From an optimization exercise on the open Yosys and OpenROAD flow, aimed at small area, a short achievable clock period and few clock cycles per item; shortcuts taken in it are not production practice. No run shown here included a check of the RTL's function; only the layout flow was run. The flow treats the clock pin as an ideal source, which a real chip does not have. Power and IR drop assume default switching activity.

==> flow/design.v, too long to show whole: its modules and the start of the top module <==
// module fa_cell: 4 lines
// module mkMACBuff: 4079 lines
module mkMACBuff (
    input  CLK,
    input  RST_N,
    input  EN_mac,
    output RDY_mac,
    input  [15:0] mac_vectA_0,
    input  [15:0] mac_vectB_0,
    input  [15:0] mac_vectA_1,
    input  [15:0] mac_vectB_1,
    input  [15:0] mac_vectA_2,
    input  [15:0] mac_vectB_2,
    input  [15:0] mac_vectA_3,
    input  [15:0] mac_vectB_3,
    output EN_writeMem,
    output [5:0] writeMem_addr,
    output [33:0] writeMem_val,
    input  EN_blockRead,
    output RDY_blockRead,
    output EN_readMem,
    output [5:0] readMem_addr,
    input  [33:0] readMem_val,
    output VALID_memVal,
    output [33:0] memVal_data
);
  // ...
==> flow/flow/run.sh <==
#!/bin/bash
# The standard layout (the standard.sh, standard synthesis unchanged), with
# two changes:
#  - the port buffers that global placement inserts on every input and output
#    are buf_2 cells instead of the default choice;
#  - before clock tree synthesis, flow/t1_clock.tcl puts the first tree
#    register bank (t1_*) behind one extra clock buffer: useful skew between
#    register banks inside the datapath (no port-facing register is moved).
# Each ORFS step writes its full log under orfs/logs/; make's own output goes
# to standard.log.
bash standard.sh BUFFER_PORTS_ARGS="-buffer_cell sky130_fd_sc_hd__buf_2" \
  PRE_CTS_TCL="$PWD/flow/t1_clock.tcl" finish > standard.log 2>&1
==> flow/flow/t1_clock.tcl <==
# Hook run before clock tree synthesis: the first tree register bank (t1_*)
# gets its clock through one extra clock buffer, so its clock arrives a
# little later than the other registers' (useful skew between the input
# registers, whose paths to t1 are the longest register-to-register paths,
# and the t2 registers). Only paths between registers are affected: t1
# registers neither take inputs from ports nor drive outputs.
set block [ord::get_db_block]
set clk_net [$block findNet CLK]
set master [[ord::get_db] findMaster sky130_fd_sc_hd__clkbuf_16]
set buf [odb::dbInst_create $block $master skew_t1_clkbuf]
set net [odb::dbNet_create $block skew_t1_clk]
$net setSigType CLOCK
[$buf findITerm A] connect $clk_net
[$buf findITerm X] connect $net
set n 0
set sx 0
set sy 0
foreach inst [$block getInsts] {
  if {[string match "t1_*" [$inst getName]] && [string match "sky130_fd_sc_hd__df*" [[$inst getMaster] getName]]} {
    set it [$inst findITerm CLK]
    $it disconnect
    $it connect $net
    set loc [$inst getLocation]
    incr sx [lindex $loc 0]
    incr sy [lindex $loc 1]
    incr n
  }
}
$buf setLocation [expr {$sx / $n}] [expr {$sy / $n}]
$buf setPlacementStatus PLACED
puts "t1_clock.tcl: moved $n t1 registers to clock net skew_t1_clk"
==> flow/standard.sh <==
#!/bin/bash
# synth_recipe.tcl (not shown) runs the flow's synth.tcl, then flattens the netlist and writes it again
# the make line also repeats each setting of config.mk as NAME=value (left out here)
make -C /OpenROAD-flow-scripts/flow DESIGN_CONFIG=/design/flow/config.mk WORK_HOME=/design/flow/orfs CLKGATE_MAP_FILE= SYNTH_SCRIPT=/design/flow/synth_recipe.tcl "${@:-finish}"
==> flow/config.mk <==
export PLATFORM = sky130hd
export DESIGN_NAME = mkMACBuff
export DESIGN_NICKNAME = mkMACBuff
export VERILOG_FILES = /design/flow/design.v
export SDC_FILE = /design/flow/constraint.sdc
export NUM_CORES = 4
export LEC_CHECK = 0
export CAP_MARGIN = 20
export CORE_MARGIN = 2
export CORE_UTILIZATION = 40
export CTS_CLUSTER_DIAMETER = 100
export CTS_CLUSTER_SIZE = 20
export SETUP_SLACK_MARGIN = 2.2
export SLEW_MARGIN = 20
export SYNTH_HIERARCHICAL = 1
export SYNTH_MINIMUM_KEEP_SIZE = 0
==> flow/constraint.sdc <==
create_clock -name core_clock -period 4.5 [get_ports {CLK}]
set_input_delay 0.9000 -clock core_clock [delete_from_list [all_inputs] [get_ports {CLK}]]
set_output_delay 0.9000 -clock core_clock [all_outputs]
set_load 0.01 [all_outputs]
==> impl_metrics.yaml, run 1 <==
layout:
  regMostFlops: "res"
  n_fill_cell: 9243
  final_net_count: 4572
  layout_common_cells: "1,057 x nand2_1, 951 x fa_1, 530 x dfxtp_1"
  final_area_um2: 45400
  syn2layout_area_growth_pct: 10.7
  seq_share_pct: 31.9
grt:
  grt.busiest_layer: "met2"
  grt_pass1_vias: 27500
  grt_overflow: 0
synth:
  synthFlopType: "dfxtp_1"
  ys_warn_count: 7
  synth_area_leaders: "fa_1 47%, dfxtp_1 33%, nand2_1 9.7%"
  syn-cell-area_um2: 41000
  synth_most_common_cell: "nand2_1"
  yosys.area.top_type: "fa_1"
routing:
  wirelength_um: 125000
  ant_nets: 0
  routed-wl-met2_um: 54000
  wl_met3_um: 17200
clocking:
  cts_tree: "built"
  clk_latency_ns: 0.92
  post_cts_resize_count: 252
timing:
  finalSetupViolations: 0
  drv_slew: 0
  period_share_pct: 51.4
pwr:
  pg_clk_mw: 4.61
  p_seq_share_pct: 35.8
  ir_worst_vdd_mv: 0.379
worst_setup_path:
  crit_end: "t2_s1791$_DFF_P_"
  crit_fanout: 1
  crit_buf_inv: 0
  critPathArrivalTime_ns: 2.91
outcome:
  status: "complete, no violations"
==> run 2, diff against run 1 <==
--- a/flow/design.v
+++ b/flow/design.v
@@ -1,12 +1,17 @@
 module fa_cell (input a, input b, input ci, output s, output co);
 assign s = a ^ b ^ ci;
 assign co = (a & b) | (a & ci) | (b & ci);
 endmodule
+module ks_nor (input a, input b, output y); assign y = ~(a | b); endmodule
+module ks_nand (input a, input b, output y); assign y = ~(a & b); endmodule
+module ks_xor (input a, input b, output y); assign y = a ^ b; endmodule
+module ks_aoi (input g, input p, input c, output y); assign y = ~(g | (p & c)); endmodule
+module ks_oai (input g, input p, input c, output y); assign y = ~(g & (p | c)); endmodule
 module mkMACBuff (
     input  CLK,
     input  RST_N,
     input  EN_mac,
     output RDY_mac,
     input  [15:0] mac_vectA_0,
     input  [15:0] mac_vectB_0,
     input  [15:0] mac_vectA_1,
@@ -4020,63 +4025,733 @@
 reg t3_c1878;
 always_ff @(posedge CLK) t3_c1878 <= c1878;
 reg t3_t2_s1815;
 always_ff @(posedge CLK) t3_t2_s1815 <= t2_s1815;
 reg t3_t2_c1816;
 always_ff @(posedge CLK) t3_t2_c1816 <= t2_c1816;
 reg t3_t2_c1600;
 always_ff @(posedge CLK) t3_t2_c1600 <= t2_c1600;
-wire [33:0] row1 = {1'b0, ~t3_t2_c1816, ~t3_c1878, ~t3_c1876, ~t3_c1914, ~t3_c1912, ~t3_c1910, ~t3_c1950, ~t3_c1948, ~t3_c1946, ~t3_c1944, ~t3_c1942, ~t3_c1940, ~t3_c1938, ~t3_c1936, ~t3_c1934, ~t3_c1932, ~t3_c1930, ~t3_c1928, ~t3_c1926, ~t3_c1924, ~t3_c1922, ~t3_c1920, ~t3_c1918, ~t3_c1916, ~t3_s1915, ~t3_s1879, ~t3_s1817, ~t3_t2_s1729, ~t3_t2_s1601, ~t3_t2_s1397, ~t3_t2_t1_c1106, ~t3_t2_t1_s1105, ~t3_t2_t1_s1};
-wire [33:0] row2 = {1'b0, ~t3_t2_c1600, ~t3_t2_s1815, ~t3_s1877, ~t3_s1875, ~t3_s1913, ~t3_s1911, ~t3_s1909, ~t3_s1949, ~t3_s1947, ~t3_s1945, ~t3_s1943, ~t3_s1941, ~t3_s1939, ~t3_s1937, ~t3_s1935, ~t3_s1933, ~t3_s1931, ~t3_s1929, ~t3_s1927, ~t3_s1925, ~t3_s1923, ~t3_s1921, ~t3_s1919, ~t3_s1917, 1'b0, 1'b0, 1'b0, 1'b0, 1'b0, 1'b0, ~t3_t2_t1_s1107, 1'b0, ~t3_t2_t1_pp3_0_0};
-always_ff @(posedge CLK) res <= row1 + row2;
+wire ks_1;
+ks_nor uks_1 (.a(t3_t2_t1_s1), .b(t3_t2_t1_pp3_0_0), .y(ks_1));
+wire ks_2;
+ks_xor uks_2 (.a(t3_t2_t1_s1), .b(t3_t2_t1_pp3_0_0), .y(ks_2));
+wire ks_3;
+ks_nor uks_3 (.a(t3_t2_t1_c1106), .b(t3_t2_t1_s1107), .y(ks_3));
+wire ks_4;
+ks_xor uks_4 (.a(t3_t2_t1_c1106), .b(t3_t2_t1_s1107), .y(ks_4));
+wire ks_5;
+ks_nor uks_5 (.a(t3_c1916), .b(t3_s1917), .y(ks_5));
+wire ks_6;
+ks_xor uks_6 (.a(t3_c1916), .b(t3_s1917), .y(ks_6));
+wire ks_7;
+ks_nor uks_7 (.a(t3_c1918), .b(t3_s1919), .y(ks_7));
+wire ks_8;
+ks_xor uks_8 (.a(t3_c1918), .b(t3_s1919), .y(ks_8));
+wire ks_9;
+ks_nor uks_9 (.a(t3_c1920), .b(t3_s1921), .y(ks_9));
+wire ks_10;
+ks_xor uks_10 (.a(t3_c1920), .b(t3_s1921), .y(ks_10));
+wire ks_11;
+ks_nor uks_11 (.a(t3_c1922), .b(t3_s1923), .y(ks_11));
+wire ks_12;
+ks_xor uks_12 (.a(t3_c1922), .b(t3_s1923), .y(ks_12));
+wire ks_13;
+ks_nor uks_13 (.a(t3_c1924), .b(t3_s1925), .y(ks_13));
+wire ks_14;
+ks_xor uks_14 (.a(t3_c1924), .b(t3_s1925), .y(ks_14));
+wire ks_15;
+ks_nor uks_15 (.a(t3_c1926), .b(t3_s1927), .y(ks_15));
+wire ks_16;
+ks_xor uks_16 (.a(t3_c1926), .b(t3_s1927), .y(ks_16));
+wire ks_17;
+ks_nor uks_17 (.a(t3_c1928), .b(t3_s1929), .y(ks_17));
+wire ks_18;
+ks_xor uks_18 (.a(t3_c1928), .b(t3_s1929), .y(ks_18));
+wire ks_19;
+ks_nor uks_19 (.a(t3_c1930), .b(t3_s1931), .y(ks_19));
+wire ks_20;
+ks_xor uks_20 (.a(t3_c1930), .b(t3_s1931), .y(ks_20));
+wire ks_21;
+ks_nor uks_21 (.a(t3_c1932), .b(t3_s1933), .y(ks_21));
+wire ks_22;
+ks_xor uks_22 (.a(t3_c1932), .b(t3_s1933), .y(ks_22));
+wire ks_23;
+ks_nor uks_23 (.a(t3_c1934), .b(t3_s1935), .y(ks_23));
+wire ks_24;
+ks_xor uks_24 (.a(t3_c1934), .b(t3_s1935), .y(ks_24));
+wire ks_25;
+ks_nor uks_25 (.a(t3_c1936), .b(t3_s1937), .y(ks_25));
+wire ks_26;
+ks_xor uks_26 (.a(t3_c1936), .b(t3_s1937), .y(ks_26));
+wire ks_27;
+ks_nor uks_27 (.a(t3_c1938), .b(t3_s1939), .y(ks_27));
+wire ks_28;
+ks_xor uks_28 (.a(t3_c1938), .b(t3_s1939), .y(ks_28));
+wire ks_29;
+ks_nor uks_29 (.a(t3_c1940), .b(t3_s1941), .y(ks_29));
+wire ks_30;
+ks_xor uks_30 (.a(t3_c1940), .b(t3_s1941), .y(ks_30));
+wire ks_31;
+ks_nor uks_31 (.a(t3_c1942), .b(t3_s1943), .y(ks_31));
+wire ks_32;
+ks_xor uks_32 (.a(t3_c1942), .b(t3_s1943), .y(ks_32));
+wire ks_33;
+ks_nor uks_33 (.a(t3_c1944), .b(t3_s1945), .y(ks_33));
+wire ks_34;
+ks_xor uks_34 (.a(t3_c1944), .b(t3_s1945), .y(ks_34));
+wire ks_35;
+ks_nor uks_35 (.a(t3_c1946), .b(t3_s1947), .y(ks_35));
+wire ks_36;
+ks_xor uks_36 (.a(t3_c1946), .b(t3_s1947), .y(ks_36));
+wire ks_37;
+ks_nor uks_37 (.a(t3_c1948), .b(t3_s1949), .y(ks_37));
+wire ks_38;
+ks_xor uks_38 (.a(t3_c1948), .b(t3_s1949), .y(ks_38));
+wire ks_39;
+ks_nor uks_39 (.a(t3_c1950), .b(t3_s1909), .y(ks_39));
+wire ks_40;
+ks_xor uks_40 (.a(t3_c1950), .b(t3_s1909), .y(ks_40));
+wire ks_41;
+ks_nor uks_41 (.a(t3_c1910), .b(t3_s1911), .y(ks_41));
+wire ks_42;
+ks_xor uks_42 (.a(t3_c1910), .b(t3_s1911), .y(ks_42));
+wire ks_43;
+ks_nor uks_43 (.a(t3_c1912), .b(t3_s1913), .y(ks_43));
+wire ks_44;
+ks_xor uks_44 (.a(t3_c1912), .b(t3_s1913), .y(ks_44));
+wire ks_45;
+ks_nor uks_45 (.a(t3_c1914), .b(t3_s1875), .y(ks_45));
+wire ks_46;
+ks_xor uks_46 (.a(t3_c1914), .b(t3_s1875), .y(ks_46));
+wire ks_47;
+ks_nor uks_47 (.a(t3_c1876), .b(t3_s1877), .y(ks_47));
+wire ks_48;
+ks_xor uks_48 (.a(t3_c1876), .b(t3_s1877), .y(ks_48));
+wire ks_49;
+ks_nor uks_49 (.a(t3_c1878), .b(t3_t2_s1815), .y(ks_49));
+wire ks_50;
+ks_xor uks_50 (.a(t3_c1878), .b(t3_t2_s1815), .y(ks_50));
+wire ks_51;
+ks_nor uks_51 (.a(t3_t2_c1816), .b(t3_t2_c1600), .y(ks_51));
+wire ks_52;
+ks_xor uks_52 (.a(t3_t2_c1816), .b(t3_t2_c1600), .y(ks_52));
+wire ks_53;
+assign ks_53 = ~ks_1;
+wire ks_54;
+ks_nor uks_54 (.a(t3_t2_t1_s1105), .b(ks_53), .y(ks_54));
+wire ks_55;
+assign ks_55 = ~ks_2;
+wire ks_56;
+ks_nor uks_56 (.a(t3_t2_t1_s1105), .b(ks_55), .y(ks_56));
+wire ks_57;
+assign ks_57 = ~t3_t2_t1_s1105;
+wire ks_58;
+ks_nand uks_58 (.a(ks_4), .b(ks_57), .y(ks_58));
+wire ks_59;
+assign ks_59 = ~ks_3;
+wire ks_60;
+ks_nor uks_60 (.a(t3_t2_s1397), .b(ks_59), .y(ks_60));
+wire ks_61;
+assign ks_61 = ~ks_4;
+wire ks_62;
+ks_nor uks_62 (.a(t3_t2_s1397), .b(ks_61), .y(ks_62));
+wire ks_63;
+ks_nor uks_63 (.a(t3_t2_s1601), .b(t3_t2_s1397), .y(ks_63));
+wire ks_64;
+ks_nor uks_64 (.a(t3_t2_s1729), .b(t3_t2_s1601), .y(ks_64));
+wire ks_65;
+ks_nor uks_65 (.a(t3_s1817), .b(t3_t2_s1729), .y(ks_65));
+wire ks_66;
+ks_nor uks_66 (.a(t3_s1879), .b(t3_s1817), .y(ks_66));
+wire ks_67;
+ks_nor uks_67 (.a(t3_s1915), .b(t3_s1879), .y(ks_67));
+wire ks_68;
+assign ks_68 = ~t3_s1915;
+wire ks_69;
+ks_nand uks_69 (.a(ks_6), .b(ks_68), .y(ks_69));
+wire ks_70;
+ks_aoi uks_70 (.g(ks_7), .p(ks_8), .c(ks_5), .y(ks_70));
+wire ks_71;
+ks_nand uks_71 (.a(ks_8), .b(ks_6), .y(ks_71));
+wire ks_72;
+ks_aoi uks_72 (.g(ks_9), .p(ks_10), .c(ks_7), .y(ks_72));
+wire ks_73;
+ks_nand uks_73 (.a(ks_10), .b(ks_8), .y(ks_73));
+wire ks_74;
+ks_aoi uks_74 (.g(ks_11), .p(ks_12), .c(ks_9), .y(ks_74));
+wire ks_75;
+ks_nand uks_75 (.a(ks_12), .b(ks_10), .y(ks_75));
+wire ks_76;
+ks_aoi uks_76 (.g(ks_13), .p(ks_14), .c(ks_11), .y(ks_76));
+wire ks_77;
+ks_nand uks_77 (.a(ks_14), .b(ks_12), .y(ks_77));
+wire ks_78;
+ks_aoi uks_78 (.g(ks_15), .p(ks_16), .c(ks_13), .y(ks_78));
+wire ks_79;
+ks_nand uks_79 (.a(ks_16), .b(ks_14), .y(ks_79));
+wire ks_80;
+ks_aoi uks_80 (.g(ks_17), .p(ks_18), .c(ks_15), .y(ks_80));
+wire ks_81;
+ks_nand uks_81 (.a(ks_18), .b(ks_16), .y(ks_81));
+wire ks_82;
+ks_aoi uks_82 (.g(ks_19), .p(ks_20), .c(ks_17), .y(ks_82));
+wire ks_83;
+ks_nand uks_83 (.a(ks_20), .b(ks_18), .y(ks_83));
+wire ks_84;
+ks_aoi uks_84 (.g(ks_21), .p(ks_22), .c(ks_19), .y(ks_84));
+wire ks_85;
+ks_nand uks_85 (.a(ks_22), .b(ks_20), .y(ks_85));
+wire ks_86;
+ks_aoi uks_86 (.g(ks_23), .p(ks_24), .c(ks_21), .y(ks_86));
+wire ks_87;
+ks_nand uks_87 (.a(ks_24), .b(ks_22), .y(ks_87));
+wire ks_88;
+ks_aoi uks_88 (.g(ks_25), .p(ks_26), .c(ks_23), .y(ks_88));
+wire ks_89;
+ks_nand uks_89 (.a(ks_26), .b(ks_24), .y(ks_89));
+wire ks_90;
+ks_aoi uks_90 (.g(ks_27), .p(ks_28), .c(ks_25), .y(ks_90));
+wire ks_91;
+ks_nand uks_91 (.a(ks_28), .b(ks_26), .y(ks_91));
+wire ks_92;
+ks_aoi uks_92 (.g(ks_29), .p(ks_30), .c(ks_27), .y(ks_92));
+wire ks_93;
+ks_nand uks_93 (.a(ks_30), .b(ks_28), .y(ks_93));
+wire ks_94;
+ks_aoi uks_94 (.g(ks_31), .p(ks_32), .c(ks_29), .y(ks_94));
+wire ks_95;
+ks_nand uks_95 (.a(ks_32), .b(ks_30), .y(ks_95));
+wire ks_96;
+ks_aoi uks_96 (.g(ks_33), .p(ks_34), .c(ks_31), .y(ks_96));
+wire ks_97;
+ks_nand uks_97 (.a(ks_34), .b(ks_32), .y(ks_97));
+wire ks_98;
+ks_aoi uks_98 (.g(ks_35), .p(ks_36), .c(ks_33), .y(ks_98));
+wire ks_99;
+ks_nand uks_99 (.a(ks_36), .b(ks_34), .y(ks_99));
+wire ks_100;
+ks_aoi uks_100 (.g(ks_37), .p(ks_38), .c(ks_35), .y(ks_100));
+wire ks_101;
+ks_nand uks_101 (.a(ks_38), .b(ks_36), .y(ks_101));
+wire ks_102;
+ks_aoi uks_102 (.g(ks_39), .p(ks_40), .c(ks_37), .y(ks_102));
+wire ks_103;
+ks_nand uks_103 (.a(ks_40), .b(ks_38), .y(ks_103));
+wire ks_104;
+ks_aoi uks_104 (.g(ks_41), .p(ks_42), .c(ks_39), .y(ks_104));
+wire ks_105;
+ks_nand uks_105 (.a(ks_42), .b(ks_40), .y(ks_105));
+wire ks_106;
+ks_aoi uks_106 (.g(ks_43), .p(ks_44), .c(ks_41), .y(ks_106));
+wire ks_107;
+ks_nand uks_107 (.a(ks_44), .b(ks_42), .y(ks_107));
+wire ks_108;
+ks_aoi uks_108 (.g(ks_45), .p(ks_46), .c(ks_43), .y(ks_108));
+wire ks_109;
+ks_nand uks_109 (.a(ks_46), .b(ks_44), .y(ks_109));
+wire ks_110;
+ks_aoi uks_110 (.g(ks_47), .p(ks_48), .c(ks_45), .y(ks_110));
+wire ks_111;
+ks_nand uks_111 (.a(ks_48), .b(ks_46), .y(ks_111));
+wire ks_112;
+ks_aoi uks_112 (.g(ks_49), .p(ks_50), .c(ks_47), .y(ks_112));
+wire ks_113;
+ks_nand uks_113 (.a(ks_50), .b(ks_48), .y(ks_113));
+wire ks_114;
+ks_aoi uks_114 (.g(ks_51), .p(ks_52), .c(ks_49), .y(ks_114));
+wire ks_115;
+ks_nand uks_115 (.a(ks_52), .b(ks_50), .y(ks_115));
+wire ks_116;
+assign ks_116 = ~ks_58;
+wire ks_117;
+ks_aoi uks_117 (.g(ks_3), .p(ks_116), .c(ks_1), .y(ks_117));
+wire ks_118;
+assign ks_118 = ~ks_2;
+wire ks_119;
+ks_nor uks_119 (.a(ks_58), .b(ks_118), .y(ks_119));
+wire ks_120;
+ks_aoi uks_120 (.g(ks_60), .p(ks_62), .c(ks_54), .y(ks_120));
+wire ks_121;
+ks_nand uks_121 (.a(ks_62), .b(ks_56), .y(ks_121));
+wire ks_122;
+ks_nand uks_122 (.a(ks_63), .b(ks_3), .y(ks_122));
+wire ks_123;
+assign ks_123 = ~ks_58;
+wire ks_124;
+ks_nand uks_124 (.a(ks_63), .b(ks_123), .y(ks_124));
+wire ks_125;
+ks_nand uks_125 (.a(ks_64), .b(ks_60), .y(ks_125));
+wire ks_126;
+ks_nand uks_126 (.a(ks_64), .b(ks_62), .y(ks_126));
+wire ks_127;
+ks_nand uks_127 (.a(ks_65), .b(ks_63), .y(ks_127));
+wire ks_128;
+ks_nand uks_128 (.a(ks_66), .b(ks_64), .y(ks_128));
+wire ks_129;
+ks_nand uks_129 (.a(ks_67), .b(ks_65), .y(ks_129));
+wire ks_130;
+assign ks_130 = ~ks_66;
+wire ks_131;
+ks_nor uks_131 (.a(ks_69), .b(ks_130), .y(ks_131));
+wire ks_132;
+assign ks_132 = ~ks_67;
+wire ks_133;
+ks_nor uks_133 (.a(ks_71), .b(ks_132), .y(ks_133));
+wire ks_134;
+assign ks_134 = ~ks_5;
+wire ks_135;
+ks_oai uks_135 (.g(ks_72), .p(ks_73), .c(ks_134), .y(ks_135));
+wire ks_136;
+ks_nor uks_136 (.a(ks_73), .b(ks_69), .y(ks_136));
+wire ks_137;
+ks_oai uks_137 (.g(ks_74), .p(ks_75), .c(ks_70), .y(ks_137));
+wire ks_138;
+ks_nor uks_138 (.a(ks_75), .b(ks_71), .y(ks_138));
+wire ks_139;
+ks_oai uks_139 (.g(ks_76), .p(ks_77), .c(ks_72), .y(ks_139));
+wire ks_140;
+ks_nor uks_140 (.a(ks_77), .b(ks_73), .y(ks_140));
+wire ks_141;
+ks_oai uks_141 (.g(ks_78), .p(ks_79), .c(ks_74), .y(ks_141));
+wire ks_142;
+ks_nor uks_142 (.a(ks_79), .b(ks_75), .y(ks_142));
+wire ks_143;
+ks_oai uks_143 (.g(ks_80), .p(ks_81), .c(ks_76), .y(ks_143));
+wire ks_144;
+ks_nor uks_144 (.a(ks_81), .b(ks_77), .y(ks_144));
+wire ks_145;
+ks_oai uks_145 (.g(ks_82), .p(ks_83), .c(ks_78), .y(ks_145));
+wire ks_146;
+ks_nor uks_146 (.a(ks_83), .b(ks_79), .y(ks_146));
+wire ks_147;
+ks_oai uks_147 (.g(ks_84), .p(ks_85), .c(ks_80), .y(ks_147));
+wire ks_148;
+ks_nor uks_148 (.a(ks_85), .b(ks_81), .y(ks_148));
+wire ks_149;
+ks_oai uks_149 (.g(ks_86), .p(ks_87), .c(ks_82), .y(ks_149));
+wire ks_150;
+ks_nor uks_150 (.a(ks_87), .b(ks_83), .y(ks_150));
+wire ks_151;
+ks_oai uks_151 (.g(ks_88), .p(ks_89), .c(ks_84), .y(ks_151));
+wire ks_152;
+ks_nor uks_152 (.a(ks_89), .b(ks_85), .y(ks_152));
+wire ks_153;
+ks_oai uks_153 (.g(ks_90), .p(ks_91), .c(ks_86), .y(ks_153));
+wire ks_154;
+ks_nor uks_154 (.a(ks_91), .b(ks_87), .y(ks_154));
+wire ks_155;
+ks_oai uks_155 (.g(ks_92), .p(ks_93), .c(ks_88), .y(ks_155));
+wire ks_156;
+ks_nor uks_156 (.a(ks_93), .b(ks_89), .y(ks_156));
+wire ks_157;
+ks_oai uks_157 (.g(ks_94), .p(ks_95), .c(ks_90), .y(ks_157));
+wire ks_158;
+ks_nor uks_158 (.a(ks_95), .b(ks_91), .y(ks_158));
+wire ks_159;
+ks_oai uks_159 (.g(ks_96), .p(ks_97), .c(ks_92), .y(ks_159));
+wire ks_160;
+ks_nor uks_160 (.a(ks_97), .b(ks_93), .y(ks_160));
+wire ks_161;
+ks_oai uks_161 (.g(ks_98), .p(ks_99), .c(ks_94), .y(ks_161));
+wire ks_162;
+ks_nor uks_162 (.a(ks_99), .b(ks_95), .y(ks_162));
+wire ks_163;
+ks_oai uks_163 (.g(ks_100), .p(ks_101), .c(ks_96), .y(ks_163));
+wire ks_164;
+ks_nor uks_164 (.a(ks_101), .b(ks_97), .y(ks_164));
+wire ks_165;
+ks_oai uks_165 (.g(ks_102), .p(ks_103), .c(ks_98), .y(ks_165));
+wire ks_166;
+ks_nor uks_166 (.a(ks_103), .b(ks_99), .y(ks_166));
+wire ks_167;
+ks_oai uks_167 (.g(ks_104), .p(ks_105), .c(ks_100), .y(ks_167));
+wire ks_168;
+ks_nor uks_168 (.a(ks_105), .b(ks_101), .y(ks_168));
+wire ks_169;
+ks_oai uks_169 (.g(ks_106), .p(ks_107), .c(ks_102), .y(ks_169));
+wire ks_170;
+ks_nor uks_170 (.a(ks_107), .b(ks_103), .y(ks_170));
+wire ks_171;
+ks_oai uks_171 (.g(ks_108), .p(ks_109), .c(ks_104), .y(ks_171));
+wire ks_172;
+ks_nor uks_172 (.a(ks_109), .b(ks_105), .y(ks_172));
+wire ks_173;
+ks_oai uks_173 (.g(ks_110), .p(ks_111), .c(ks_106), .y(ks_173));
+wire ks_174;
+ks_nor uks_174 (.a(ks_111), .b(ks_107), .y(ks_174));
+wire ks_175;
+ks_oai uks_175 (.g(ks_112), .p(ks_113), .c(ks_108), .y(ks_175));
+wire ks_176;
+ks_nor uks_176 (.a(ks_113), .b(ks_109), .y(ks_176));
+wire ks_177;
+ks_oai uks_177 (.g(ks_114), .p(ks_115), .c(ks_110), .y(ks_177));
+wire ks_178;
+ks_nor uks_178 (.a(ks_115), .b(ks_111), .y(ks_178));
+wire ks_179;
+assign ks_179 = ~ks_1;
+wire ks_180;
+ks_oai uks_180 (.g(ks_122), .p(ks_124), .c(ks_179), .y(ks_180));
+wire ks_181;
+assign ks_181 = ~ks_2;
+wire ks_182;
+ks_nor uks_182 (.a(ks_124), .b(ks_181), .y(ks_182));
+wire ks_183;
+assign ks_183 = ~ks_54;
+wire ks_184;
+ks_oai uks_184 (.g(ks_125), .p(ks_126), .c(ks_183), .y(ks_184));
+wire ks_185;
+assign ks_185 = ~ks_56;
+wire ks_186;
+ks_nor uks_186 (.a(ks_126), .b(ks_185), .y(ks_186));
+wire ks_187;
+ks_nor uks_187 (.a(ks_127), .b(ks_117), .y(ks_187));
+wire ks_188;
+assign ks_188 = ~ks_119;
+wire ks_189;
+ks_nor uks_189 (.a(ks_127), .b(ks_188), .y(ks_189));
+wire ks_190;
+ks_nor uks_190 (.a(ks_128), .b(ks_120), .y(ks_190));
+wire ks_191;
+ks_nor uks_191 (.a(ks_128), .b(ks_121), .y(ks_191));
+wire ks_192;
+ks_nor uks_192 (.a(ks_129), .b(ks_122), .y(ks_192));
+wire ks_193;
+ks_nor uks_193 (.a(ks_129), .b(ks_124), .y(ks_193));
+wire ks_194;
+assign ks_194 = ~ks_125;
+wire ks_195;
+ks_aoi uks_195 (.g(ks_5), .p(ks_131), .c(ks_194), .y(ks_195));
+wire ks_196;
+assign ks_196 = ~ks_126;
+wire ks_197;
+ks_nand uks_197 (.a(ks_131), .b(ks_196), .y(ks_197));
+wire ks_198;
+assign ks_198 = ~ks_127;
+wire ks_199;
+ks_nand uks_199 (.a(ks_133), .b(ks_198), .y(ks_199));
+wire ks_200;
+assign ks_200 = ~ks_128;
+wire ks_201;
+ks_nand uks_201 (.a(ks_136), .b(ks_200), .y(ks_201));
+wire ks_202;
+assign ks_202 = ~ks_129;
+wire ks_203;
+ks_nand uks_203 (.a(ks_138), .b(ks_202), .y(ks_203));
+wire ks_204;
+ks_aoi uks_204 (.g(ks_139), .p(ks_140), .c(ks_5), .y(ks_204));
+wire ks_205;
+ks_nand uks_205 (.a(ks_140), .b(ks_131), .y(ks_205));
+wire ks_206;
+assign ks_206 = ~ks_70;
+wire ks_207;
+ks_aoi uks_207 (.g(ks_141), .p(ks_142), .c(ks_206), .y(ks_207));
+wire ks_208;
+ks_nand uks_208 (.a(ks_142), .b(ks_133), .y(ks_208));
+wire ks_209;
+ks_aoi uks_209 (.g(ks_143), .p(ks_144), .c(ks_135), .y(ks_209));
+wire ks_210;
+ks_nand uks_210 (.a(ks_144), .b(ks_136), .y(ks_210));
+wire ks_211;
+ks_aoi uks_211 (.g(ks_145), .p(ks_146), .c(ks_137), .y(ks_211));
+wire ks_212;
+ks_nand uks_212 (.a(ks_146), .b(ks_138), .y(ks_212));
+wire ks_213;
+ks_aoi uks_213 (.g(ks_147), .p(ks_148), .c(ks_139), .y(ks_213));
+wire ks_214;
+ks_nand uks_214 (.a(ks_148), .b(ks_140), .y(ks_214));
+wire ks_215;
+ks_aoi uks_215 (.g(ks_149), .p(ks_150), .c(ks_141), .y(ks_215));
+wire ks_216;
+ks_nand uks_216 (.a(ks_150), .b(ks_142), .y(ks_216));
+wire ks_217;
+ks_aoi uks_217 (.g(ks_151), .p(ks_152), .c(ks_143), .y(ks_217));
+wire ks_218;
+ks_nand uks_218 (.a(ks_152), .b(ks_144), .y(ks_218));
+wire ks_219;
+ks_aoi uks_219 (.g(ks_153), .p(ks_154), .c(ks_145), .y(ks_219));
+wire ks_220;
+ks_nand uks_220 (.a(ks_154), .b(ks_146), .y(ks_220));
+wire ks_221;
+ks_aoi uks_221 (.g(ks_155), .p(ks_156), .c(ks_147), .y(ks_221));
+wire ks_222;
+ks_nand uks_222 (.a(ks_156), .b(ks_148), .y(ks_222));
+wire ks_223;
+ks_aoi uks_223 (.g(ks_157), .p(ks_158), .c(ks_149), .y(ks_223));
+wire ks_224;
+ks_nand uks_224 (.a(ks_158), .b(ks_150), .y(ks_224));
+wire ks_225;
+ks_aoi uks_225 (.g(ks_159), .p(ks_160), .c(ks_151), .y(ks_225));
+wire ks_226;
+ks_nand uks_226 (.a(ks_160), .b(ks_152), .y(ks_226));
+wire ks_227;
+ks_aoi uks_227 (.g(ks_161), .p(ks_162), .c(ks_153), .y(ks_227));
+wire ks_228;
+ks_nand uks_228 (.a(ks_162), .b(ks_154), .y(ks_228));
+wire ks_229;
+ks_aoi uks_229 (.g(ks_163), .p(ks_164), .c(ks_155), .y(ks_229));
+wire ks_230;
+ks_nand uks_230 (.a(ks_164), .b(ks_156), .y(ks_230));
+wire ks_231;
+ks_aoi uks_231 (.g(ks_165), .p(ks_166), .c(ks_157), .y(ks_231));
+wire ks_232;
+ks_nand uks_232 (.a(ks_166), .b(ks_158), .y(ks_232));
+wire ks_233;
+ks_aoi uks_233 (.g(ks_167), .p(ks_168), .c(ks_159), .y(ks_233));
+wire ks_234;
+ks_nand uks_234 (.a(ks_168), .b(ks_160), .y(ks_234));
+wire ks_235;
+ks_aoi uks_235 (.g(ks_169), .p(ks_170), .c(ks_161), .y(ks_235));
+wire ks_236;
+ks_nand uks_236 (.a(ks_170), .b(ks_162), .y(ks_236));
+wire ks_237;
+ks_aoi uks_237 (.g(ks_171), .p(ks_172), .c(ks_163), .y(ks_237));
+wire ks_238;
+ks_nand uks_238 (.a(ks_172), .b(ks_164), .y(ks_238));
+wire ks_239;
+ks_aoi uks_239 (.g(ks_173), .p(ks_174), .c(ks_165), .y(ks_239));
+wire ks_240;
+ks_nand uks_240 (.a(ks_174), .b(ks_166), .y(ks_240));
+wire ks_241;
+ks_aoi uks_241 (.g(ks_175), .p(ks_176), .c(ks_167), .y(ks_241));
+wire ks_242;
+ks_nand uks_242 (.a(ks_176), .b(ks_168), .y(ks_242));
+wire ks_243;
+ks_aoi uks_243 (.g(ks_177), .p(ks_178), .c(ks_169), .y(ks_243));
+wire ks_244;
+ks_nand uks_244 (.a(ks_178), .b(ks_170), .y(ks_244));
+wire ks_245;
+ks_aoi uks_245 (.g(ks_192), .p(ks_193), .c(ks_1), .y(ks_245));
+wire ks_246;
+ks_nand uks_246 (.a(ks_193), .b(ks_2), .y(ks_246));
+wire ks_247;
+assign ks_247 = ~ks_54;
+wire ks_248;
+ks_oai uks_248 (.g(ks_195), .p(ks_197), .c(ks_247), .y(ks_248));
+wire ks_249;
+assign ks_249 = ~ks_56;
+wire ks_250;
+ks_nor uks_250 (.a(ks_197), .b(ks_249), .y(ks_250));
+wire ks_251;
+ks_oai uks_251 (.g(ks_70), .p(ks_199), .c(ks_117), .y(ks_251));
+wire ks_252;
+assign ks_252 = ~ks_119;
+wire ks_253;
+ks_nor uks_253 (.a(ks_199), .b(ks_252), .y(ks_253));
+wire ks_254;
+assign ks_254 = ~ks_201;
+wire ks_255;
+assign ks_255 = ~ks_120;
+wire ks_256;
+ks_aoi uks_256 (.g(ks_135), .p(ks_254), .c(ks_255), .y(ks_256));
+wire ks_257;
+ks_nor uks_257 (.a(ks_201), .b(ks_121), .y(ks_257));
+wire ks_258;
+assign ks_258 = ~ks_203;
+wire ks_259;
+ks_aoi uks_259 (.g(ks_137), .p(ks_258), .c(ks_180), .y(ks_259));
+wire ks_260;
+assign ks_260 = ~ks_182;
+wire ks_261;
+ks_nor uks_261 (.a(ks_203), .b(ks_260), .y(ks_261));
+wire ks_262;
+assign ks_262 = ~ks_184;
+wire ks_263;
+ks_oai uks_263 (.g(ks_204), .p(ks_205), .c(ks_262), .y(ks_263));
+wire ks_264;
+assign ks_264 = ~ks_186;
+wire ks_265;
+ks_nor uks_265 (.a(ks_205), .b(ks_264), .y(ks_265));
+wire ks_266;
+assign ks_266 = ~ks_187;
+wire ks_267;
+ks_oai uks_267 (.g(ks_207), .p(ks_208), .c(ks_266), .y(ks_267));
+wire ks_268;
+assign ks_268 = ~ks_189;
+wire ks_269;
+ks_nor uks_269 (.a(ks_208), .b(ks_268), .y(ks_269));
+wire ks_270;
+assign ks_270 = ~ks_190;
+wire ks_271;
+ks_oai uks_271 (.g(ks_209), .p(ks_210), .c(ks_270), .y(ks_271));
+wire ks_272;
+assign ks_272 = ~ks_191;
+wire ks_273;
+ks_nor uks_273 (.a(ks_210), .b(ks_272), .y(ks_273));
+wire ks_274;
+assign ks_274 = ~ks_192;
+wire ks_275;
+ks_oai uks_275 (.g(ks_211), .p(ks_212), .c(ks_274), .y(ks_275));
+wire ks_276;
+assign ks_276 = ~ks_193;
+wire ks_277;
+ks_nor uks_277 (.a(ks_212), .b(ks_276), .y(ks_277));
+wire ks_278;
+ks_oai uks_278 (.g(ks_213), .p(ks_214), .c(ks_195), .y(ks_278));
+wire ks_279;
+ks_nor uks_279 (.a(ks_214), .b(ks_197), .y(ks_279));
+wire ks_280;
+ks_oai uks_280 (.g(ks_215), .p(ks_216), .c(ks_70), .y(ks_280));
+wire ks_281;
+ks_nor uks_281 (.a(ks_216), .b(ks_199), .y(ks_281));
+wire ks_282;
+assign ks_282 = ~ks_135;
+wire ks_283;
+ks_oai uks_283 (.g(ks_217), .p(ks_218), .c(ks_282), .y(ks_283));
+wire ks_284;
+ks_nor uks_284 (.a(ks_218), .b(ks_201), .y(ks_284));
+wire ks_285;
+assign ks_285 = ~ks_137;
+wire ks_286;
+ks_oai uks_286 (.g(ks_219), .p(ks_220), .c(ks_285), .y(ks_286));
+wire ks_287;
+ks_nor uks_287 (.a(ks_220), .b(ks_203), .y(ks_287));
+wire ks_288;
+ks_oai uks_288 (.g(ks_221), .p(ks_222), .c(ks_204), .y(ks_288));
+wire ks_289;
+ks_nor uks_289 (.a(ks_222), .b(ks_205), .y(ks_289));
+wire ks_290;
+ks_oai uks_290 (.g(ks_223), .p(ks_224), .c(ks_207), .y(ks_290));
+wire ks_291;
+ks_nor uks_291 (.a(ks_224), .b(ks_208), .y(ks_291));
+wire ks_292;
+ks_oai uks_292 (.g(ks_225), .p(ks_226), .c(ks_209), .y(ks_292));
+wire ks_293;
+ks_nor uks_293 (.a(ks_226), .b(ks_210), .y(ks_293));
+wire ks_294;
+ks_oai uks_294 (.g(ks_227), .p(ks_228), .c(ks_211), .y(ks_294));
+wire ks_295;
+ks_nor uks_295 (.a(ks_228), .b(ks_212), .y(ks_295));
+wire ks_296;
+ks_oai uks_296 (.g(ks_229), .p(ks_230), .c(ks_213), .y(ks_296));
+wire ks_297;
+ks_nor uks_297 (.a(ks_230), .b(ks_214), .y(ks_297));
+wire ks_298;
+ks_oai uks_298 (.g(ks_231), .p(ks_232), .c(ks_215), .y(ks_298));
+wire ks_299;
+ks_nor uks_299 (.a(ks_232), .b(ks_216), .y(ks_299));
+wire ks_300;
+ks_oai uks_300 (.g(ks_233), .p(ks_234), .c(ks_217), .y(ks_300));
+wire ks_301;
+ks_nor uks_301 (.a(ks_234), .b(ks_218), .y(ks_301));
+wire ks_302;
+ks_oai uks_302 (.g(ks_235), .p(ks_236), .c(ks_219), .y(ks_302));
+wire ks_303;
+ks_nor uks_303 (.a(ks_236), .b(ks_220), .y(ks_303));
+wire ks_304;
+ks_oai uks_304 (.g(ks_237), .p(ks_238), .c(ks_221), .y(ks_304));
+wire ks_305;
+ks_nor uks_305 (.a(ks_238), .b(ks_222), .y(ks_305));
+wire ks_306;
+ks_oai uks_306 (.g(ks_239), .p(ks_240), .c(ks_223), .y(ks_306));
+wire ks_307;
+ks_nor uks_307 (.a(ks_240), .b(ks_224), .y(ks_307));
+wire ks_308;
+ks_oai uks_308 (.g(ks_241), .p(ks_242), .c(ks_225), .y(ks_308));
+wire ks_309;
+ks_nor uks_309 (.a(ks_242), .b(ks_226), .y(ks_309));
+wire ks_310;
+ks_oai uks_310 (.g(ks_243), .p(ks_244), .c(ks_227), .y(ks_310));
+wire ks_311;
+ks_nor uks_311 (.a(ks_244), .b(ks_228), .y(ks_311));
+wire ks_312;
+ks_aoi uks_312 (.g(ks_275), .p(ks_277), .c(ks_1), .y(ks_312));
+wire ks_313;
+ks_aoi uks_313 (.g(ks_278), .p(ks_279), .c(ks_54), .y(ks_313));
+wire ks_314;
+assign ks_314 = ~ks_117;
+wire ks_315;
+ks_aoi uks_315 (.g(ks_280), .p(ks_281), .c(ks_314), .y(ks_315));
+wire ks_316;
+assign ks_316 = ~ks_120;
+wire ks_317;
+ks_aoi uks_317 (.g(ks_283), .p(ks_284), .c(ks_316), .y(ks_317));
+wire ks_318;
+ks_aoi uks_318 (.g(ks_286), .p(ks_287), .c(ks_180), .y(ks_318));
+wire ks_319;
+ks_aoi uks_319 (.g(ks_288), .p(ks_289), .c(ks_184), .y(ks_319));
+wire ks_320;
+ks_aoi uks_320 (.g(ks_290), .p(ks_291), .c(ks_187), .y(ks_320));
+wire ks_321;
+ks_aoi uks_321 (.g(ks_292), .p(ks_293), .c(ks_190), .y(ks_321));
+wire ks_322;
+assign ks_322 = ~ks_245;
+wire ks_323;
+ks_aoi uks_323 (.g(ks_294), .p(ks_295), .c(ks_322), .y(ks_323));
+wire ks_324;
+ks_aoi uks_324 (.g(ks_296), .p(ks_297), .c(ks_248), .y(ks_324));
+wire ks_325;
+ks_aoi uks_325 (.g(ks_298), .p(ks_299), .c(ks_251), .y(ks_325));
+wire ks_326;
+assign ks_326 = ~ks_256;
+wire ks_327;
+ks_aoi uks_327 (.g(ks_300), .p(ks_301), .c(ks_326), .y(ks_327));
+wire ks_328;
+assign ks_328 = ~ks_259;
+wire ks_329;
+ks_aoi uks_329 (.g(ks_302), .p(ks_303), .c(ks_328), .y(ks_329));
+wire ks_330;
+ks_aoi uks_330 (.g(ks_304), .p(ks_305), .c(ks_263), .y(ks_330));
+wire ks_331;
+ks_aoi uks_331 (.g(ks_306), .p(ks_307), .c(ks_267), .y(ks_331));
+wire ks_332;
+ks_aoi uks_332 (.g(ks_308), .p(ks_309), .c(ks_271), .y(ks_332));
+wire ks_333;
+ks_aoi uks_333 (.g(ks_310), .p(ks_311), .c(ks_275), .y(ks_333));
+wire ks_334;
+ks_nand uks_334 (.a(ks_311), .b(ks_277), .y(ks_334));
+wire ks_335;
+assign ks_335 = ~ks_1;
+wire ks_336;
+ks_oai uks_336 (.g(ks_333), .p(ks_334), .c(ks_335), .y(ks_336));
+always_ff @(posedge CLK) res <= {ks_336, ~(ks_52 ^ ks_332), ~(ks_50 ^ ks_331), ~(ks_48 ^ ks_330), ~(ks_46 ^ ks_329), ~(ks_44 ^ ks_327), ~(ks_42 ^ ks_325), ~(ks_40 ^ ks_324), ~(ks_38 ^ ks_323), ~(ks_36 ^ ks_321), ~(ks_34 ^ ks_320), ~(ks_32 ^ ks_319), ~(ks_30 ^ ks_318), ~(ks_28 ^ ks_317), ~(ks_26 ^ ks_315), ~(ks_24 ^ ks_313), ~(ks_22 ^ ks_312), (ks_20 ^ ks_271), (ks_18 ^ ks_267), (ks_16 ^ ks_263), ~(ks_14 ^ ks_259), ~(ks_12 ^ ks_256), (ks_10 ^ ks_251), (ks_8 ^ ks_248), ~(ks_6 ^ ks_245), ~(t3_s1915 ^ ks_190), ~(t3_s1879 ^ ks_187), ~(t3_s1817 ^ ks_184), ~(t3_t2_s1729 ^ ks_180), (t3_t2_s1601 ^ ks_120), (t3_t2_s1397 ^ ks_117), (ks_4 ^ ks_54), ~(t3_t2_t1_s1105 ^ ks_1), ks_2};
     logic [5:0] mac_cnt;
-    logic       rdy_n;
+    logic       rdy;
     logic [5-1:0] vpipe;
     logic [5:0] wr_addr;
     logic       full;
     logic [5:0] rd_addr;
     logic       rd_valid;
     logic       ren;
-    wire accept    = EN_mac && !rdy_n;
+    wire accept    = EN_mac && rdy;
     wire handshake = EN_blockRead && full;
     wire last_wr   = vpipe[5-1] && wr_addr == 6'd63;
     wire rd_last   = rd_valid && rd_addr == 6'd0;
     wire full_nx     = handshake ? 1'b0 : (last_wr ? 1'b1 : full);
     wire rd_valid_nx = handshake ? 1'b1 : (rd_last ? 1'b0 : rd_valid);
     always_ff @(posedge CLK or negedge RST_N) begin
         if (!RST_N) begin
             mac_cnt  <= 6'd0;
-            rdy_n    <= 1'b0;
+            rdy      <= 1'b1;
             vpipe    <= '0;
             wr_addr  <= 6'd0;
             full     <= 1'b0;
             rd_addr  <= 6'd0;
             rd_valid <= 1'b0;
             ren      <= 1'b0;
         end else begin
             if (accept)
                 mac_cnt <= mac_cnt + 6'd1;
             if (handshake)
-                rdy_n <= 1'b0;
+                rdy <= 1'b1;
             else if (accept && mac_cnt == 6'd63)
-                rdy_n <= 1'b1;
+                rdy <= 1'b0;
             vpipe <= {vpipe[5-2:0], accept};
             if (vpipe[5-1])
                 wr_addr <= wr_addr + 6'd1;
             full <= full_nx;
             rd_valid <= rd_valid_nx;
             if (handshake)
                 rd_addr <= 6'd1;
             else if (rd_valid && rd_addr != 6'd0)
                 rd_addr <= rd_addr + 6'd1;
             ren <= full_nx || rd_valid_nx;
         end
     end
-    assign RDY_mac       = !rdy_n;
+    assign RDY_mac       = rdy;
     assign RDY_blockRead = full;
     assign EN_writeMem   = vpipe[5-1];
     assign writeMem_addr = wr_addr;
     assign writeMem_val  = res;
     assign EN_readMem    = ren;
     assign readMem_addr  = rd_addr;
     assign VALID_memVal  = rd_valid;
     assign memVal_data   = readMem_val;
==> flow/run.sh (new file) <==
#!/bin/bash
# synth_recipe.tcl (not shown) runs the flow's synth.tcl, then flattens the netlist and writes it again
# the make line also repeats each setting of config.mk as NAME=value (left out here)
make -C /OpenROAD-flow-scripts/flow DESIGN_CONFIG=/design/flow/config.mk WORK_HOME=/design/flow/orfs CLKGATE_MAP_FILE= SYNTH_SCRIPT=/design/flow/synth_recipe.tcl finish
--- a/flow/config.mk
+++ b/flow/config.mk
@@ -5,12 +5,12 @@
 export SDC_FILE = /design/flow/constraint.sdc
 export NUM_CORES = 4
 export LEC_CHECK = 0
 export CAP_MARGIN = 20
 export CORE_MARGIN = 2
 export CORE_UTILIZATION = 40
 export CTS_CLUSTER_DIAMETER = 100
 export CTS_CLUSTER_SIZE = 20
-export SETUP_SLACK_MARGIN = 2.2
+export SETUP_SLACK_MARGIN = 2.0
 export SLEW_MARGIN = 20
 export SYNTH_HIERARCHICAL = 1
 export SYNTH_MINIMUM_KEEP_SIZE = 0
removed: flow/flow/run.sh
removed: flow/flow/t1_clock.tcl
removed: flow/standard.sh
==> run 2 against run 1 <==
Compared with the run above:
- total power is 0.89% lower
- flip-flop and latch count is the same
- final cell count increased by 0.31%
- critical endpoint is now t1_s1105$_DFF_P_
- core utilization is 0.21 points higher
- critical path type unchanged
- clock power decreased by 9.1%
- clock skew is 0.18 ns lower
- sequential share of layout area down 0.27 points
- combinational power barely moved
- global-route usage shrank 1.2 points
- worst setup slack got worse by 0.18 ns
- via count decreased by 3.6%
- maximum frequency is 7.3% lower
==> impl_metrics.yaml, run 2 <==
outcome:
  status: "complete, no violations"
clocking:
  root_buffer: "clkbuf_16"
  cts_made_buffers: 43
  cts_hold_buf: 0
  h-tree-depth: 2
  cts.sinks: 693
  cts_buffer_depth: 3
  clk_latency_ns: 0.65
  path_clk_slew_ns: 0.08
  cts_tree: "built"
worst_setup_path:
  required_ns: 4.99
  r2r_setup_slack_ns: 2.00
  crit_slowest_cell: "dfxtp_2"
  crit_chain: "nand2_1, fa_1, fa_1, fa_1"
  crit_family: "adder cells"
  crit_path_end_kind: "flop"
  rr_endpoint: "t1_s1105$_DFF_P_"
  critPathArrivalTime_ns: 2.99
  r2r-start: "b2_r[0]$_DFF_P_"
  rr_worst_depth: 4
  path_class: "flop to flop"
  crit_fanout: 16
  start_kind: "flop"
  path_common_cell: "fa_1"
  crit_buf_inv: 0
  max_stage_delay_ns: 0.60
grt:
  antenna_found_initial: 2
  track_usage_pct: 22.9
  grt_pass1_wl_um: 179000
  grt_overflow: 0
  grt_max_degree: 25
  grt_pass1_vias: 26900
routing:
  avgRoutedWirePerCell_um: 24.7
  drcViolationCount: 0
  drt_iter0_markers: 1751
  ant_nets: 0
  wirelength_um: 118000
  vias: 24400
  firstDrtPassIters: 5
  vias_per_cell: 5.08
synth:
  synth_most_common_cell: "nand2_1"
  yosysTopAreaCellShare_pct: 47.0
  yosys.area.top_type: "fa_1"
  synthFlopType: "dfxtp_1"
  synth-seq-area-share_pct: 34.1
  ys_types: 33
  synth_nets: 4573
  synth_common_cells: "1,093 x nand2_1, 965 x fa_1, 666 x dfxtp_1, 257 x clkbuf_1, 87 x nor2_1"
  synth_area_leaders: "fa_1 47%, dfxtp_1 32%, nand2_1 10%"
  synth-edff-count: 0
  synthArstFlopShare_pct: 3.90
  syn-cell-area_um2: 41100
  avgSynthCellArea_um2: 12.0
  ys_warn_count: 7
  synth-seq-cells: 693
  synth_cells: 3428
layout:
  regMostFlops: "res"
  stdcell_count: 4798
  largest_reg_flops: 34
  final_net_count: 4561
  syn2layout_area_growth_pct: 11.0
  final_area_um2: 45600
  layout_common_cells: "1,093 x nand2_1, 956 x fa_1, 538 x dfxtp_1"
  final_common_cell: "nand2_1"
  drive_gt1_share_pct: 9.42
  n_antenna_cell: 0
floorplanning:
  core_um2: 102000
  die_w_um: 324
  fp-row-count: 117
  die_height_um: 324
  dieArea_um2: 105000
  pin_count: 251
  initial_core_util_pct: 40.4
timing:
  finalSetupViolations: 0
  fin_crit_ns: 2.50
  worst-slew-pin-transition_ns: 0.713
  holdWs_ns: 0.232
  clock_skew_ns: 0.0310
  finalHoldViolCount: 0
  rsz0062_at_grt: "true"
  period_share_pct: 55.5
  max_freq_mhz: 401
  relSlewSlack_pct: 52.3
  setup_tns_ns: 0
  drv_slew: 0
flow_run:
  drv_cap: 0
placement:
  routabilityCongestion: 0.957
  dpl.hpwl_um: 98200
  place_inst: 4707
  place_area_um2: 43500
  portBuffers: 182
min_path:
  hold_class: "primary input to asynchronous set/reset pin"
pwr:
  ir_worst_vdd_mv: 0.317
  finalPower_mw: 28.9
  power_leakage_nw: 16.4
  p_per_area_nw_per_um2: 634
## run 2: cell count changes in the layout (fill, tap and decap cells not counted), sizes merged, moves of 31 or more
| cell | previous run | this run |
|---|---|---|
| buf | 260 | 53 |
| clkdlybuf4s50 | 0 | 168 |
| nor2 | 29 | 87 |
| inv | 110 | 75 |
| nand2 | 1058 | 1093 |
| a21oi | 38 | 69 |
## run 2: worst max path at each step
stage          cells past startpoint        startpoint  slack (ns)               end
6_report                           4   b2_r[0]$_DFF_P_        2.00  t1_s1105$_DFF_P_
5_1_grt                            4   a0_r[0]$_DFF_P_        1.95  t1_s1239$_DFF_P_
4_1_cts                            4  b0_r[15]$_DFF_P_        1.97  t1_s1239$_DFF_P_
3_5_place_dp                       4   a0_r[0]$_DFF_P_        1.53  t1_s1239$_DFF_P_
3_3_place_gp                       4   a0_r[0]$_DFF_P_        1.58  t1_s1239$_DFF_P_
2_1_floorplan                      6   a1_r[6]$_DFF_P_        2.00  t1_s1145$_DFF_P_
## run 2: metal layers
| layer | wire length, um | up-vias | GRT usage, % |
|---|---|---|---|
| met5 | 9 | - | 0 |
| li1 | - | 10100 | - |
| met2 | 51100 | 1275 | 34.1 |
| met1 | 49700 | 12900 | 31.9 |
| met4 | 2160 | 2 | 4.49 |
| met3 | 15400 | 137 | 8.95 |
## run 2: worst register-to-register path: stages, from the launching register on
cell and delay, ns:
dfxtp_2 0.60, nand2_1 0.15, fa_1 0.52, fa_1 0.51, fa_1 0.58
## run 2: cells by family (layout without fill, tap and decap cells)
| logic type | Yosys count | count (layout) | share of synthesized area [%] |
|---|---|---|---|
| buffers and inverters | 364 | 366 | 3.64 |
| AND/OR/NAND/NOR | 1196 | 1196 | 11.0 |
| AO/OA/AOI/OAI | 123 | 123 | 2.16 |
| XOR/XNOR | 70 | 70 | 1.49 |
| multiplexers | 3 | 3 | 0.0792 |
| adder cells (fa/ha/maj) | 979 | 979 | 47.5 |
| flip-flops | 693 | 693 | 34.1 |
## run 2: cell type report
type | count | area (um^2)
fill | 9208 | 56200
clock inverter | 10 | 158
clock buffer | 49 | 1140
multi-input combinational | 2371 | 25600
inverter | 73 | 274
timing repair buffer | 234 | 2290
tap | 1368 | 1710
sequential | 693 | 14400
## run 2: timing repair
item / 4_1_cts / 5_1_grt
endpoints found under the setup margin: 313 / 85
setup buffers: 14 / 18
resized for setup: 174 / 85
## run 2: power breakdown
part	leakage (nW)	switching [mW]	internal, mW
clock network	0.625	2.24	1.95
logic	9.78	7.85	6.42
registers	5.96	1.78	8.68
total	16.4	11.9	17.0
## run 2: per-stage QoR
| step | utilization (%) | setup WS [ns] |
|---|---|---|
| floorplan | - | 2.00 |
| global placement | 42.8 | 1.58 |
| detailed placement | 42.8 | 1.53 |
| CTS | 44.4 | 1.97 |
| global route | 44.8 | 1.95 |
| finish | 44.8 | 2.00 |
## run 2: per-module statistics from Yosys (local to each module, per instance)
module     flip-flops and latches  cell area [um^2]
mkMACBuff                     693             20200
fa_cell                         0              20.0
ks_aoi                          0              8.76
ks_xor                          0              8.76
ks_oai                          0              5.00
ks_nand                         0              3.75
ks_nor                          0              3.75
==> run 3, diff against run 2 <==
==> flow/flow/run.sh (new file) <==
#!/bin/bash
# The standard layout (the standard.sh, standard synthesis unchanged), with
# one change: the port buffers that global placement inserts on every input
# and output are buf_2 cells instead of the default choice.
# Each ORFS step writes its full log under orfs/logs/; make's own output goes
# to standard.log.
bash standard.sh BUFFER_PORTS_ARGS="-buffer_cell sky130_fd_sc_hd__buf_2" finish > standard.log 2>&1
==> flow/standard.sh (new file) <==
#!/bin/bash
# synth_recipe.tcl (not shown) runs the flow's synth.tcl, then flattens the netlist and writes it again
# the make line also repeats each setting of config.mk as NAME=value (left out here)
make -C /OpenROAD-flow-scripts/flow DESIGN_CONFIG=/design/flow/config.mk WORK_HOME=/design/flow/orfs CLKGATE_MAP_FILE= SYNTH_SCRIPT=/design/flow/synth_recipe.tcl "${@:-finish}"
removed: flow/run.sh
==> run 3 against run 2 <==
Compared with the run above:
- final cell count decreased by 0.19%
- flip-flop and latch count unchanged
- sequential share of layout area increased by 0.74 points
- via count increased by 0.27%
- design area decreased by 2.3%
==> impl_metrics.yaml, run 3 <==
pwr:
  power_frac_comb_pct: 48.9
  p_per_area_nw_per_um2: 642
  ir_worst_vdd_mv: 0.346
  power.switching_mw: 11.9
  p_seq_share_pct: 36.7
  power_frac_clock_pct: 14.4
  netSwitchingFraction_pct: 41.7
  internal_power_mw: 16.7
  power_leakage_nw: 16.2
clocking:
  root_buffer: "clkbuf_16"
  path_clk_slew_ns: 0.09
  cts_made_buffers: 44
  cts_buffer_depth: 3
  h-tree-depth: 2
  cts.sinks: 693
  cts_hold_buf: 0
  cts_tree: "built"
  clk_latency_ns: 0.64
synth:
  synthFlopType: "dfxtp_1"
  yosys.area.top_type: "fa_1"
  synth-seq-area-share_pct: 34.1
  synth-seq-cells: 693
  synthArstFlopShare_pct: 3.90
  syn-cell-area_um2: 41100
  synth-edff-count: 0
  synth_nets: 4573
  ys_warn_count: 7
  yosysTopAreaCellShare_pct: 47.0
  synth_most_common_cell: "nand2_1"
  synth_cells: 3428
  avgSynthCellArea_um2: 12.0
  ys_types: 33
  synth_common_cells: "1,093 x nand2_1, 965 x fa_1, 666 x dfxtp_1, 257 x clkbuf_1, 87 x nor2_1"
  synth_area_leaders: "fa_1 47%, dfxtp_1 32%, nand2_1 10%"
placement:
  dpl.hpwl_um: 98700
  place_area_um2: 42600
  routabilityCongestion: 0.939
  portBuffers: 182
  place_worst_setup_slack_ns: 1.58
  place_inst: 4708
timing:
  setup_ws_ns: 1.98
  setup_tns_ns: 0
  drv_slew: 0
  rsz0062_at_grt: "true"
  clock_skew_ns: 0.0433
  finalHoldViolCount: 0
  fin_crit_ns: 2.52
  relSlewSlack_pct: 54.1
  worst-slew-pin-transition_ns: 0.687
  finalSetupViolations: 0
  max_freq_mhz: 397
  period_share_pct: 55.9
routing:
  vias: 24500
  wirelength_um: 119000
  drcViolationCount: 0
  avgRoutedWirePerCell_um: 24.8
  drt_iter0_markers: 2063
  ant_nets: 0
  firstDrtPassIters: 5
  vias_per_cell: 5.11
worst_setup_path:
  r2r-start: "b0_r[9]$_DFF_P_"
  path_common_cell: "fa_1"
  critPathArrivalTime_ns: 3.01
  crit_fanout: 16
  crit_slowest_cell: "fa_1"
  path_class: "flop to flop"
  required_ns: 4.99
  r2r_setup_slack_ns: 1.98
  max_stage_delay_ns: 0.70
  rr_worst_depth: 4
  crit_buf_inv: 0
  rr_endpoint: "t1_s1319$_DFF_P_"
  start_kind: "flop"
  crit_path_end_kind: "flop"
  crit_family: "adder cells"
  crit_chain: "nand2_1, fa_1, fa_1, fa_1"
floorplanning:
  core_um2: 102000
  die_w_um: 324
  dieArea_um2: 105000
  initial_core_util_pct: 40.4
  die_height_um: 324
  pin_count: 251
  fp-row-count: 117
outcome:
  status: "complete, no violations"
grt:
  grt_overflow: 0
  met1_usage_pct: 31.7
  grt_pass1_vias: 26800
  grt_max_degree: 28
  gr-usage-met2_pct: 34.4
  gr-usage-met3_pct: 7.82
  track_usage_pct: 22.8
  grt.busiest_layer: "met2"
  grt_pass1_wl_um: 177000
  antenna_found_initial: 5
layout:
  largest_reg_flops: 34
  drive_gt1_share_pct: 14.3
  final_common_cell: "nand2_1"
  stdcell_count: 4789
  final_net_count: 4551
  layout_common_cells: "1,093 x nand2_1, 956 x fa_1, 539 x dfxtp_1"
  syn2layout_area_growth_pct: 8.50
  regMostFlops: "res"
  final_area_um2: 44600
  final_util_pct: 43.8
flow_run:
  drv_cap: 0
min_path:
  hold_class: "primary input to asynchronous set/reset pin"
run 3: logic make-up after synthesis:
family          after synthesis  synth area share (%)
compound gates              123                  2.16
xor+xnor                     70                  1.49
fa+ha+maj                   979                  47.5
buf+inv                     364                  3.64
flops                       693                  34.1
mux                           3                0.0792
simple gates               1196                  11.0
run 3: modules after synthesis (local to each module, per instance):
module | area, um^2 | cells inside | copies in the design | flops+latches
mkMACBuff | 20200 | 2188 | 1 | 693
fa_cell | 20.0 | 1 | 965 | 0
ks_aoi | 8.76 | 1 | 66 | 0
ks_xor | 8.76 | 1 | 26 | 0
ks_oai | 5.00 | 1 | 47 | 0
ks_nand | 3.75 | 1 | 57 | 0
ks_nor | 3.75 | 1 | 79 | 0
run 3: layer usage:
layer,share of wire (%),vias up
met2,43,1331
met3,13,168
met1,42,12900
met5,0,-
met4,2.3,0
li1,-,10100
run 3: worst max-delay path by stage:
stage | slack [ns] | start | end | cells past startpoint
4_1_cts | 1.96 | a1_r[4]$_DFF_P_ | t1_s1257$_DFF_P_ | 4
3_5_place_dp | 1.58 | b1_r[9]$_DFF_P_ | t1_s1257$_DFF_P_ | 4
2_1_floorplan | 2.00 | a1_r[6]$_DFF_P_ | t1_s1145$_DFF_P_ | 6
6_report | 1.98 | b0_r[9]$_DFF_P_ | t1_s1319$_DFF_P_ | 4
3_3_place_gp | 1.57 | b1_r[9]$_DFF_P_ | t1_s1257$_DFF_P_ | 4
5_1_grt | 1.99 | b0_r[9]$_DFF_P_ | t1_s1319$_DFF_P_ | 4
run 3: area by class of cell:
class                   count  area, um^2
clock inverters            10         104
well taps                1368        1710
inverters                  73         274
repair buffers            223        1280
diodes                      1        2.50
fillers                  9311       57200
multi-input cells        2371       25600
clock buffers              50        1160
flip-flops and latches    693       14400
run 3: repair_timing:
item / 4_1_cts / 5_1_grt
setup buffers: 1 / 19
resized for setup: 175 / 68
gates cloned: 0 / 0
setup endpoints to repair: 292 / 74
run 3: power groups by stage:
stage | registers [mW] | logic [mW] | clock network [mW]
after floorplan | 9.86 | 9.01 | 0
final | 10.5 | 14.0 | 4.12
after detailed placement | 10.6 | 14.1 | 0
after global placement | 10.6 | 13.7 | 0
after global routing | 10.7 | 15.9 | 4.44
after CTS | 10.5 | 14.1 | 4.26
run 3: metrics by stage:
| step | hold slack (ns) | total power [mW] |
|---|---|---|
| 2_1_floorplan | 0.310 | 18.9 |
| 3_3_place_gp | 0.312 | 24.3 |
| 3_5_place_dp | 0.314 | 24.7 |
| 4_1_cts | 0.262 | 28.8 |
| 5_1_grt | 0.309 | 31.1 |
| 6_report | 0.284 | 28.6 |
==> run 4, diff against run 3 <==
--- a/flow/config.mk
+++ b/flow/config.mk
@@ -11,4 +11,5 @@
 export CTS_CLUSTER_DIAMETER = 100
 export CTS_CLUSTER_SIZE = 20
+export PLACE_DENSITY = 0.75
 export SETUP_SLACK_MARGIN = 2.0
 export SLEW_MARGIN = 20
==> run 4 against run 3 <==
Compared with the run above:
- still clean
- total power fell by 0.99%
- global-route usage shrank 0.33 points
- clock skew barely moved
- critical endpoint is now t1_s1193$_DFF_P_
==> impl_metrics.yaml, run 4 <==
placement:
  place_area_um2: 42500
  place_worst_setup_slack_ns: 1.55
  routabilityCongestion: 0.939
  dpl.hpwl_um: 95200
  portBuffers: 182
  place_inst: 4698
grt:
  antenna_found_initial: 5
  grt_overflow: 0
  grt_max_degree: 28
  grt_pass1_vias: 28100
  grt_pass1_wl_um: 177000
  track_usage_pct: 22.4
floorplanning:
  die_w_um: 324
  dieArea_um2: 105000
  initial_core_util_pct: 40.4
  pin_count: 251
  fp-row-count: 117
  core_um2: 102000
  die_height_um: 324
routing:
  vias: 25000
  wirelength_um: 117000
  drt_iter0_markers: 2337
  firstDrtPassIters: 6
  avgRoutedWirePerCell_um: 24.6
  vias_per_cell: 5.24
  drcViolationCount: 0
  ant_nets: 0
synth:
  synth_cells: 3428
  synth-seq-area-share_pct: 34.1
  synth-seq-cells: 693
  synth_nets: 4573
  synthFlopType: "dfxtp_1"
  ys_warn_count: 7
  synth_common_cells: "1,093 x nand2_1, 965 x fa_1, 666 x dfxtp_1, 257 x clkbuf_1, 87 x nor2_1"
  avgSynthCellArea_um2: 12.0
  synthArstFlopShare_pct: 3.90
  ys_types: 33
  yosys.area.top_type: "fa_1"
  synth_area_leaders: "fa_1 47%, dfxtp_1 32%, nand2_1 10%"
  syn-cell-area_um2: 41100
  yosysTopAreaCellShare_pct: 47.0
  synth_most_common_cell: "nand2_1"
  synth-edff-count: 0
worst_setup_path:
  crit_path_end_kind: "flop"
  path_class: "flop to flop"
  max_stage_delay_ns: 0.58
  crit_slowest_cell: "dfxtp_2"
  crit_chain: "buf_4, nand2_1, fa_1, fa_1, fa_1"
  crit_fanout: 11
  path_common_cell: "fa_1"
  r2r_setup_slack_ns: 1.97
  start_kind: "flop"
  required_ns: 5.00
  critPathArrivalTime_ns: 3.04
layout:
  regMostFlops: "res"
  drive_gt1_share_pct: 13.8
  final_common_cell: "nand2_1"
  n_fill_cell: 9072
  final_area_um2: 44400
  final_util_pct: 43.6
  stdcell_count: 4768
  syn2layout_area_growth_pct: 8.03
  layout_common_cells: "1,093 x nand2_1, 956 x fa_1, 539 x dfxtp_1"
  final_net_count: 4531
  largest_reg_flops: 34
timing:
  finalHoldViolCount: 0
  fin_crit_ns: 2.53
  drv_slew: 0
  setup_tns_ns: 0
  finalSetupViolations: 0
  period_share_pct: 56.3
  max_freq_mhz: 395
  rsz0062_at_grt: "true"
  relSlewSlack_pct: 49.7
  setup_ws_ns: 1.97
  worst-slew-pin-transition_ns: 0.753
  clock_skew_ns: 0.0429
clocking:
  cts_made_buffers: 43
  root_buffer: "clkbuf_16"
  path_clk_slew_ns: 0.09
  cts_hold_buf: 0
  cts.sinks: 693
  h-tree-depth: 2
  clk_latency_ns: 0.66
  cts_tree: "built"
  cts_buffer_depth: 3
outcome:
  status: "complete, no violations"
pwr:
  power_leakage_nw: 16.1
  ir_worst_vdd_mv: 0.320
  p_per_area_nw_per_um2: 638
flow_run:
  drv_cap: 0
min_path:
  hold_class: "primary input to asynchronous set/reset pin"
## run 4: Yosys stat by module, one instance, submodules excluded
module	cell area, um^2	times used
ks_nor	3.75	79
ks_xor	8.76	26
fa_cell	20.0	965
ks_nand	3.75	57
mkMACBuff	20200	1
ks_oai	5.00	47
ks_aoi	8.76	66
## run 4: per-stage QoR
step | power [mW] | hold slack [ns]
after floorplan | 18.9 | 0.310
after global placement | 23.6 | 0.311
after detailed placement | 24.5 | 0.313
after CTS | 28.5 | 0.235
after global routing | 30.8 | 0.284
final | 28.3 | 0.271
## run 4: cell type report
| class | count | area (um^2) | area share [%] |
|---|---|---|---|
| clock buffers | 45 | 1100 | 2.49 |
| clock inverters | 11 | 128 | 0.288 |
| multi-input cells | 2371 | 25600 | 57.7 |
| flip-flops and latches | 693 | 14400 | 32.5 |
| inverters | 73 | 274 | 0.618 |
| repair buffers | 204 | 1140 | 2.56 |
| well taps | 1368 | 1710 | 3.86 |
| diodes | 3 | 7.51 | 0.0169 |
## run 4: kinds of logic (layout without fill, tap and decap cells)
logic type	count (synthesis)	after routing	share of synthesized area (%)
simple gates	1196	1196	11.0
xor+xnor	70	70	1.49
fa+ha+maj	979	979	47.5
compound gates	123	123	2.16
buf+inv	364	333	3.64
other cells	0	3	0
mux	3	3	0.0792
flops	693	693	34.1
## run 4: per-layer routing
metal	vias to the layer above	wire [um]	global-route usage (%)
li1	10000	-	-
met1	12900	43700	27.8
met2	1623	52700	35.2
met3	367	16300	9.28
met4	8	4530	7.80
met5	-	121	0.725
## run 4: worst paths after layout
| kind | to | cells after the start | startpoint |
|---|---|---|---|
| max | t1_s1193$_DFF_P_ | 5 | a3_r[6]$_DFF_P_ |
| min | vpipe[3]$_DFF_PN0_ | 1 | RST_N |
| max reg2reg | t1_s1193$_DFF_P_ | 5 | a3_r[6]$_DFF_P_ |
| min reg2reg | t2_t1_s1$_DFF_P_ | 0 | t1_s1$_DFF_P_ |
| max in group asynchronous | rd_addr[3]$_DFFE_PN0P_ | 1 | RST_N |
| min in group core_clock | t2_t1_s1$_DFF_P_ | 0 | t1_s1$_DFF_P_ |
## run 4: repair_timing
item | CTS | global route
gates resized for setup | 179 | 55
buffers inserted | 0 | 11
endpoints found under the setup margin | 296 | 76
## run 4: critical path, delay by kind of cell, from the launching register on
kind,cells,cell delay (ns)
adders and majority gates,3,1.48
DFF,1,0.58
buffers and inverters,1,0.23
and+or+nand+nor,1,0.08
## run 4: power by group
part	internal [mW]	total [mW]	switching (mW)
logic	6.08	13.8	7.73
registers	8.68	10.4	1.77
clock network	1.85	4.07	2.22
total	16.6	28.3	11.7
